What follows belongs to an exercise in optimizing a design on an open flow for small area, a short achievable clock period and few clock cycles; a production flow would make more cautious choices. At most, simulation tests tie the RTL to the original design; equivalence was not proved. No activity file was given, so power comes from the tool's default toggle rates.

## delta
==> module SME, before the edit <==
module SME(
  input clk,
  input reset,
  input [7:0] chardata,
  input isstring,
  input ispattern,
  output valid,
  output match,
  output [4:0] match_index
  );
  reg         s_prev, p_prev;  
  reg [255:0] str;             
  reg [4:0]   lm1;             
  reg [4:0]   base;            
  reg [31:0]  m;
  reg         valid_r, match_r;
  reg [4:0]   idx_r;
  wire [31:0] m_n;
  genvar q;
  generate
    for (q = 0; q < 32; q = q + 1) begin : g_slot
      wire in_str = (q <= lm1);
      wire eq = (str[8*q +: 8] == chardata);
      if (q == 31)
        assign m_n[q] = eq & ~p_prev & in_str;
      else
        assign m_n[q] = eq & (p_prev ? m[q+1] : in_str);
    end
  endgenerate
  reg [4:0] top;
  integer i;
  always @(*) begin
    top = 5'd0;
    for (i = 0; i < 32; i = i + 1)
      if (m[i]) top = i;
  end
  wire any = |m;
  always @(posedge clk) begin
    if (reset) begin
      s_prev <= 1'b0;
      p_prev <= 1'b0;
      valid_r <= 1'b0;
    end else begin
      s_prev <= isstring;
      p_prev <= ispattern;
      valid_r <= p_prev & ~ispattern;
    end
    if (isstring) begin
      str <= {str[247:0], chardata};
      lm1 <= s_prev ? lm1 + 5'd1 : 5'd0;
    end
    if (ispattern)
      base <= p_prev ? base - 5'd1 : lm1;
    m <= m_n;
    match_r <= any;
    idx_r <= any ? base - top : 5'd0;
  end
  assign valid = valid_r;
  assign match = match_r;
  assign match_index = idx_r;
endmodule
Settings: LEC_CHECK=0, CAP_MARGIN=20, CORE_MARGIN=2, CORE_UTILIZATION=40, CTS_BUF_LIST=sky130_fd_sc_hd__clkbuf_4, SLEW_MARGIN=20; clock period 8.0 ns.
standard.sh (not shown) runs the stock make flow with config.mk's settings and CLKGATE_MAP_FILE= SYNTH_SCRIPT=/design/flow/synth_recipe.tcl, a recipe that flattens the netlist after the stock synthesis.
==> flow/flow/run.sh <==
#!/bin/bash
set -euo pipefail
bash standard.sh SETUP_SLACK_MARGIN=5.5 finish > standard_flow.log 2>&1
delta reached the final stage; the timing, DRC and antenna checks on its layout passed.
Testbench counts of delta, summed over its fixed seeds: cycles 4,687.
--- input diff delta..epsilon ---
==> flow/design.v <==
module SME(
  input clk,
  input reset,
  input [7:0] chardata,
  input isstring,
  input ispattern,
  output valid,
  output match,
  output [4:0] match_index
  );
  reg         s_prev, p_prev;  
  reg [255:0] ring;            
  reg [4:0]   z;               
  reg [4:0]   lo;              
  reg [4:0]   hi;              
  reg [31:0]  m;
  reg         valid_r, match_r;
  reg [4:0]   idx_r;
  wire [255:0] next_ring = {ring[247:0], isstring ? chardata : ring[255:248]};
  wire [31:0] m_n;
  wire [31:0] cand_a;
  genvar q;
  generate
    for (q = 0; q < 32; q = q + 1) begin : g_slot
      wire eq = (next_ring[8*q +: 8] == chardata);
      assign m_n[q] = eq & (~p_prev | m[q]);
      assign cand_a[q] = m[q] & (q <= hi);
    end
  endgenerate
  reg [4:0] top_a, top_all;
  integer i;
  always @(*) begin
    top_a = 5'd0;
    top_all = 5'd0;
    for (i = 0; i < 32; i = i + 1) begin
      if (cand_a[i]) top_a = i;
      if (m[i]) top_all = i;
    end
  end
  wire any_a = |cand_a;
  wire wrap = (lo > hi);
  wire hit_a = any_a & (wrap | (top_a >= lo));
  wire hit_b = ~any_a & (|m) & wrap & (top_all >= lo);
  wire any = hit_a | hit_b;
  wire [4:0] top = any_a ? top_a : top_all;
  wire s_first = isstring & ~s_prev;
  wire [4:0] z_n = s_first ? 5'd0 : z + 5'd1;
  always @(posedge clk) begin
    if (reset) begin
      s_prev <= 1'b0;
      p_prev <= 1'b0;
      valid_r <= 1'b0;
    end else begin
      s_prev <= isstring;
      p_prev <= ispattern;
      valid_r <= p_prev & ~ispattern;
    end
    ring <= next_ring;
    z <= z_n;
    if (s_first) lo <= 5'd0;
    else if (!isstring) lo <= lo + 5'd1;
    if (ispattern & ~p_prev) hi <= z_n;
    m <= m_n;
    match_r <= any;
    idx_r <= any ? hi - top : 5'd0;
  end
  assign valid = valid_r;
  assign match = match_r;
  assign match_index = idx_r;
endmodule
==> comparison <==
In terms of met3 routing resource usage after global routing, delta and epsilon differ only marginally. Going from delta to epsilon, clock network fraction of total power lower; power per cell area lower. Non-clock buffer count in epsilon is 25 above delta. Changes observed in epsilon relative to delta: post-synthesis average cell area now sits lower; core box area now sits lower; sum of met3 wire segment lengths after detailed routing now sits lower; synthesized area now sits lower. Measured against each other, delta and epsilon differ in smallest setup slack after layout, the lower figure coming from epsilon. Share of total power in combinational logic: epsilon > delta. Changes observed in epsilon relative to delta: die area down about 12%, final-layout clock buffer total down 16%, clock period minus final worst setup slack up 940 ps, initial antenna violation count down 1.
Function not checked in epsilon: the RTL went through the layout flow alone.

-- re-timing with driven ports --
No port has a modelled driver above. Below, the same layouts with a new extraction and two added sets of constraints.
Step 1 (the two cells are an assumption about what drives the block):
set clk [get_ports {clk}]
set_driving_cell -lib_cell sky130_fd_sc_hd__clkbuf_16 $clk
set_driving_cell -lib_cell sky130_fd_sc_hd__buf_2 [delete_from_list [all_inputs] $clk]
Step 2 times the ports against the registers' clock, not the clock port: input delays grow and output delays shrink by t, the midpoint of the rising clock arrivals with the driver on.
Three values: no drivers, after step 1, after step 2; two values: the first two.
run	t (ns)	setup slack, ns	hold WS [ns]	worst slew at a driven data input, ns
delta	0.727	5.272 / 5.225 / 4.848	0.445 / 0.445 / 0.445	0.06
epsilon	0.718	4.332 / 4.332 / 4.332	0.322 / 0.322 / 0.322	0.04
After both steps setup and hold are still met in every run listed. The setup slack of delta, which loses most, moves by -0.047 ns with the drivers and by -0.424 ns with both steps.
